This is an optimization exercise on Yosys and OpenROAD, whose aim is small area and a short achievable clock period, not a production implementation.
Only simulation tests tie the RTL to the original design; equivalence was not proved.

### config.mk
export PLATFORM = sky130hd
export DESIGN_NAME = ALU
export DESIGN_NICKNAME = ALU
export VERILOG_FILES = /design/flow/design.v
export SDC_FILE = /design/flow/constraint.sdc
export NUM_CORES = 4
export LEC_CHECK = 0
export CAP_MARGIN = 20
export CORE_MARGIN = 2
export CORE_UTILIZATION = 45
export PLACE_DENSITY = 0.6
export SLEW_MARGIN = 20
### constraint.sdc
create_clock -name core_clock -period 18.0 [get_ports {clk}]
set_input_delay 3.6000 -clock core_clock [delete_from_list [all_inputs] [get_ports {clk}]]
set_output_delay 3.6000 -clock core_clock [all_outputs]
set_load 0.01 [all_outputs]
### design.v
`timescale 1ns / 1ps
module ALU(
    input wire clk,
    input wire [(5**2*12)-1:0] din,
    input wire [(5**2*8)-1:0] kernel,  
    input wire [4-1:0] div,
    input wire [19-1:0] raddr_alu,
    input wire ren_alu,
    output reg [12-1:0] dout,
    output reg [19-1:0] waddr_alu,
    output wire wen_alu
    );
    localparam prod_bw = 12/3 + 8;  
    localparam bw_ext = $clog2(5**2);  
    wire [prod_bw-1:0] product [5**2-1:0][2:0];  
    wire [prod_bw+bw_ext-1:0] sums [5**2-2:0][2:0];
    genvar i,j;
    generate
        for (i=0; i<5**2; i=i+1) begin
            assign product[i][2] = {{(prod_bw-4){1'b0}},din[12*(i+1)-1:12*i+4*2]} * {{(prod_bw-8){kernel[8*(i+1)-1]}},kernel[8*(i+1)-1:8*i]};   
            assign product[i][1] = {{(prod_bw-4){1'b0}},din[12*(i+1)-1-4:12*i+4]} * {{(prod_bw-8){kernel[8*(i+1)-1]}},kernel[8*(i+1)-1:8*i]};   
            assign product[i][0] = {{(prod_bw-4){1'b0}},din[12*(i+1)-1-4*2:12*i]} * {{(prod_bw-8){kernel[8*(i+1)-1]}},kernel[8*(i+1)-1:8*i]};   
        end
    endgenerate
    generate
        for (j=0; j<5**2-1; j=j+1) begin
            if (j==0) begin
                assign sums[j][2] = {{bw_ext{product[j][2][prod_bw-1]}}, product[j][2]} + {{bw_ext{product[j+1][2][prod_bw-1]}}, product[j+1][2]};
                assign sums[j][1] = {{bw_ext{product[j][1][prod_bw-1]}}, product[j][1]} + {{bw_ext{product[j+1][1][prod_bw-1]}}, product[j+1][1]};
                assign sums[j][0] = {{bw_ext{product[j][0][prod_bw-1]}}, product[j][0]} + {{bw_ext{product[j+1][0][prod_bw-1]}}, product[j+1][0]};
            end else begin
                assign sums[j][2] = sums[j-1][2] + {{bw_ext{product[j+1][2][prod_bw-1]}}, product[j+1][2]};
                assign sums[j][1] = sums[j-1][1] + {{bw_ext{product[j+1][1][prod_bw-1]}}, product[j+1][1]};
                assign sums[j][0] = sums[j-1][0] + {{bw_ext{product[j+1][0][prod_bw-1]}}, product[j+1][0]};
            end 
        end
    endgenerate
    wire [prod_bw+bw_ext:0] sum_abs [2:0];
    assign sum_abs[0] = (sums[5**2-2][0][prod_bw+bw_ext-1]) ? (~sums[5**2-2][0]+'b1) : sums[5**2-2][0];
    assign sum_abs[1] = (sums[5**2-2][1][prod_bw+bw_ext-1]) ? (~sums[5**2-2][1]+'b1) : sums[5**2-2][1];
    assign sum_abs[2] = (sums[5**2-2][2][prod_bw+bw_ext-1]) ? (~sums[5**2-2][2]+'b1) : sums[5**2-2][2];
    wire [12-1:0] dout_t;
    reg check_sign [2:0];
    always @(*) begin   
        case(div)
            'd0 : begin check_sign[0] = |sum_abs[0][prod_bw+bw_ext-2:4+0];  check_sign[1] = |sum_abs[1][prod_bw+bw_ext-2:4+0];  check_sign[2] = |sum_abs[2][prod_bw+bw_ext-2:4+0]; end
            'd1 : begin check_sign[0] = |sum_abs[0][prod_bw+bw_ext-2:4+1];  check_sign[1] = |sum_abs[1][prod_bw+bw_ext-2:4+1];  check_sign[2] = |sum_abs[2][prod_bw+bw_ext-2:4+1]; end
            'd2 : begin check_sign[0] = |sum_abs[0][prod_bw+bw_ext-2:4+2];  check_sign[1] = |sum_abs[1][prod_bw+bw_ext-2:4+2];  check_sign[2] = |sum_abs[2][prod_bw+bw_ext-2:4+2]; end
            'd3 : begin check_sign[0] = |sum_abs[0][prod_bw+bw_ext-2:4+3];  check_sign[1] = |sum_abs[1][prod_bw+bw_ext-2:4+3];  check_sign[2] = |sum_abs[2][prod_bw+bw_ext-2:4+3]; end
            'd4 : begin check_sign[0] = |sum_abs[0][prod_bw+bw_ext-2:4+4];  check_sign[1] = |sum_abs[1][prod_bw+bw_ext-2:4+4];  check_sign[2] = |sum_abs[2][prod_bw+bw_ext-2:4+4]; end
            'd5 : begin check_sign[0] = |sum_abs[0][prod_bw+bw_ext-2:4+5];  check_sign[1] = |sum_abs[1][prod_bw+bw_ext-2:4+5];  check_sign[2] = |sum_abs[2][prod_bw+bw_ext-2:4+5]; end
            'd6 : begin check_sign[0] = |sum_abs[0][prod_bw+bw_ext-2:4+6];  check_sign[1] = |sum_abs[1][prod_bw+bw_ext-2:4+6];  check_sign[2] = |sum_abs[2][prod_bw+bw_ext-2:4+6]; end
            'd7 : begin check_sign[0] = |sum_abs[0][prod_bw+bw_ext-2:4+7];  check_sign[1] = |sum_abs[1][prod_bw+bw_ext-2:4+7];  check_sign[2] = |sum_abs[2][prod_bw+bw_ext-2:4+7]; end
            'd8 : begin check_sign[0] = |sum_abs[0][prod_bw+bw_ext-2:4+8];  check_sign[1] = |sum_abs[1][prod_bw+bw_ext-2:4+8];  check_sign[2] = |sum_abs[2][prod_bw+bw_ext-2:4+8]; end
            default : begin check_sign[0] = |sum_abs[0][prod_bw+bw_ext-2:4+0];  check_sign[1] = |sum_abs[1][prod_bw+bw_ext-2:4+0];  check_sign[2] = |sum_abs[2][prod_bw+bw_ext-2:4+0]; end
        endcase
    end
    assign dout_t = {
        (check_sign[2]) ? 4'hf : sum_abs[2][3+div -: 4],
        (check_sign[1]) ? 4'hf : sum_abs[1][3+div -: 4],
        (check_sign[0]) ? 4'hf : sum_abs[0][3+div -: 4]
    };
    reg [19-1:0] waddr_d, waddr_dd;
    assign wen_alu = ((waddr_dd == waddr_alu) && (waddr_dd == raddr_alu) && ren_alu) ? 1'b1 : 1'b0 ;
    always @(posedge clk) begin
        dout <= dout_t;
        waddr_alu <= raddr_alu;
        waddr_d <= waddr_alu;
        waddr_dd <= waddr_d;
    end
endmodule
### run.sh
#!/bin/bash
# synth_recipe.tcl (not shown) runs the flow's synth.tcl, then flattens the netlist and writes it again
# the make line also repeats each setting of config.mk as NAME=value (left out here)
make -C /OpenROAD-flow-scripts/flow DESIGN_CONFIG=/design/flow/config.mk WORK_HOME=/design/flow/orfs CLKGATE_MAP_FILE= SYNTH_SCRIPT=/design/flow/synth_recipe.tcl finish
==> metrics.md <==
| Metric | Value |
|---|---|
| Dpl hpwl | `approximately 300,000 um` |
| Worst-path clk slew | `0.07 ns` |
| Register area | `0.00138 mm2` |
| Most common cell after layout, fill and taps aside | `inv_1` |
| Vias in the first global route | `about 84,000` |
| Area of the mapped netlist | `0.113 mm2` |
| Flop2flop setup slack | `17.51 ns` |
| H-tree Lvls | `3` |
| Most used cell, CP | `fa_1` |
| Setup Total Neg Slack | `0 ns` |
| Total grt overflow | `0` |
| RR Endpoint | `waddr_d[0]` |
| CTS Buf Count | `9` |
| Number of cells on the critical path | `39` |
| Vert. Die Dim | `504 um` |
| Core area | `0.249 mm2` |
| Final Hold Vio Count | `0` |
| CP Class | `primary input to register` |
| CTS sink cnt | `69` |
| Clock skew | `0.00468 ns` |
| # hold bufs at CTS | `0` |
| Mean routed wirelength per cell | `between 15 and 20 um` |
| Synthesis-stage register bit count | `69` |
| Asr flop ratio synth | `0%` |
| Cells after synthesis | `~13,000` |
| Multi-input gate area | `roughly 0.096 mm2` |
| Synthesis-to-finish area growth | `8.12%` |
| Clk latency of the worst-skew pair | `0.35 ns` |
| Fmax | `66.3 MHz` |
| Shortest period the worst path allows | `between 15 and 20 ns` |
| Worst Path Arrival | `around 15 ns` |
| Worst Max-Slew Pin Slew | `1.04 ns` |
| Post-synthesis sequential area ratio | `1.23%` |
| Critical path origin | `kernel[34]` |
| Status | `timing/DRC/antenna clean` |
| Most frequent cells in the layout | `inv_1 (3,740), fa_1 (2,073), and2_1 (1,739)` |
| Share of cells above drive strength 1 | `0.579%` |
| Syn Area/Cell | `8.56 um2` |
| Max-cap violations | `0` |
| Endpoint class of the critical path | `register` |
| GR Util All Layers | `26.5%` |
| Die W | `504 um` |
| Setup Viol. Count Final | `0` |
| Critical path endpoint | `dout[1]` |
| Worst hold path type | `register to register` |
| Largest net degree at the start of global routing | `57` |
| RSZ-0062 raised after global routing | `false` |
| # rows | `183` |
| Slew HR | `29.9%` |
| Crit path largest cell delay | `about 0.74 ns` |
| Vias per cell | `4.95` |
| Buf+Inv Stages, Crit Path | `7` |
| Nets | `17,700` |
| Root Buffer | `clkbuf_16` |
| Crit path required time | `18.24 ns` |
| Core Util, Final | `48.9%` |
| Main flop type after synthesis | `dfxtp_1` |
| Via count | `~83,000` |
| Worst Path Max Fanout | `12` |
| Post-synth EDFFs | `0` |
| GPL Wtd Cong | `~1` |
| R2R depth | `0` |
| I/O pin count | `around 560` |
| CTS resizes | `0` |
| Fraction of the cycle the final worst path needs | `83.7%` |
| Initial core utilization | `45.3%` |
| Antenna viol nets, final | `0` |
| Filler Cells Inserted | `24,700` |
| CTS tree | `done` |
| Synth Warn # | `2` |
| CP max stage cell | `fa_1` |
| CTS max path bufs | `2` |
| Synth cell types | `92` |
| Drt first-iter violations | `5,252` |
| Worst Setup Start Kind | `primary input` |
| Initial antenna violation count | `55` |
| Max-slew violations | `0` |
| Drt pass-1 iters | `5` |
| First-pass GRT wire length | `a little over 500,000 um` |
| Syn nets | `17,400` |
| Reg-to-reg startpoint | `waddr_alu[0]` |
| Port Buf Inserts | `roughly 560` |
| Crit path max-delay family | `adder cells` |
| # DRC | `0` |
| Die area | `0.254 mm2` |
| Drt total wl | `333,000 um` |
| Setup Buffers After CTS | `0` |
synth_stat cells (all sizes together) (7+ instances only):
library cell / count / area share (%)
a2111oi: 8 / 0.064
a211o: 8 / 0.063
a211oi: 25 / 0.18
a21o: 204 / 1.4
a21oi: 517 / 2.3
a31oi: 13 / 0.072
and2: 1742 / 9.7
and3: 20 / 0.11
buf: 12 / 0.051
clkbuf: 243 / 0.81
dfxtp: 69 / 1.2
fa: 2073 / 37
ha: 1659 / 18
inv: 3741 / 12
mux2: 9 / 0.090
mux2i: 14 / 0.12
mux4: 8 / 0.16
nand2: 804 / 2.7
nand2b: 70 / 0.39
nand3: 38 / 0.17
nand4: 14 / 0.078
nor2: 150 / 0.50
nor2b: 27 / 0.15
nor3: 43 / 0.19
nor3b: 8 / 0.053
nor4: 20 / 0.14
o211a: 7 / 0.062
o211ai: 32 / 0.22
o21a: 24 / 0.16
o21ai: 180 / 0.80
o21bai: 213 / 1.4
o22ai: 13 / 0.072
o31a: 7 / 0.054
or2: 15 / 0.083
or3: 46 / 0.26
xnor2: 686 / 5.3
xor2: 268 / 2.1
worst min path at each step:
stage / start / to / slack, ns / cells past startpoint
3_5_place_dp: waddr_d[17] / waddr_dd[17] / 0.31 / 0
2_1_floorplan: waddr_d[0] / waddr_dd[0] / 0.31 / 0
4_1_cts: waddr_d[2] / waddr_dd[2] / 0.32 / 0
5_1_grt: waddr_d[2] / waddr_dd[2] / 0.32 / 0
3_3_place_gp: waddr_d[15] / waddr_dd[15] / 0.31 / 0
6_report: waddr_d[6] / waddr_dd[6] / 0.32 / 0
metrics by stage:
stage	worst slack, ns	instances	instance area (um2)	hold WS, ns
6_report	2.93	16800	122000	0.321
4_1_cts	2.98	16800	122000	0.321
3_5_place_dp	2.57	16800	121000	0.312
5_1_grt	2.23	16800	122000	0.325
3_3_place_gp	2.80	16800	121000	0.310
2_1_floorplan	4.39	13200	113000	0.310
registers in the layout (all words and copies together), names as in the netlist:
signal	count
dout	12
waddr_dd	19
waddr_d	19
waddr_alu	19
layer usage:
layer	global-route usage [%]	vias to the layer above	wire length, um
met5	0	-	475
met4	8.29	76	13200
met3	5.32	354	25200
met2	40.5	2018	143000
met1	37.7	40900	151000
li1	-	39900	-
cells by family (layout without fill, tap and decap cells):
kind of cell,count (synthesis),count (layout),share of synthesized area [%]
buffers and inverters,3997,4324,13.3
adders and majority gates,3732,3732,55.3
and+or+nand+nor,3027,3027,14.7
AOI/OAI and AO/OA,1341,1341,7.57
xor gates and xnor gates,955,955,7.44
DFF,69,69,1.23
muxes,31,31,0.375
other,0,10,0
layout make-up:
type                       instances  area share, %
clock buffer                      10          0.196
tap                             3330           3.42
clock inverter                     5         0.0298
sequential                        69           1.14
timing repair buffer             567           4.64
antenna                           10         0.0206
multi-input combinational       9086           79.0
inverter                        3742           11.5

==> port drivers added, routing unchanged <==
The results above use ideal ports. As a check the final layout listed here was re-extracted and re-timed, cells and wires unchanged.
Step 1: set_driving_cell puts a clkbuf_16 on clk and a buf_2 on each other input, an assumption about the parent block.
Step 2 moves the port delays by t, midway between the first and last clock arrival at a register: inputs arrive t later, outputs are due t later. That takes back most of the time a late clock gives input paths.
Slacks: ideal ports / drivers / drivers and shift; pairs: ideal ports / drivers.
shift t [ns]: 0.400
setup slack, ns: 2.925 / 2.935 / 2.535
worst setup path after step 2: input to register
After both steps this run still meets setup and hold. The setup slack of this run moves by +0.010 ns with the drivers and by -0.390 ns with both steps.
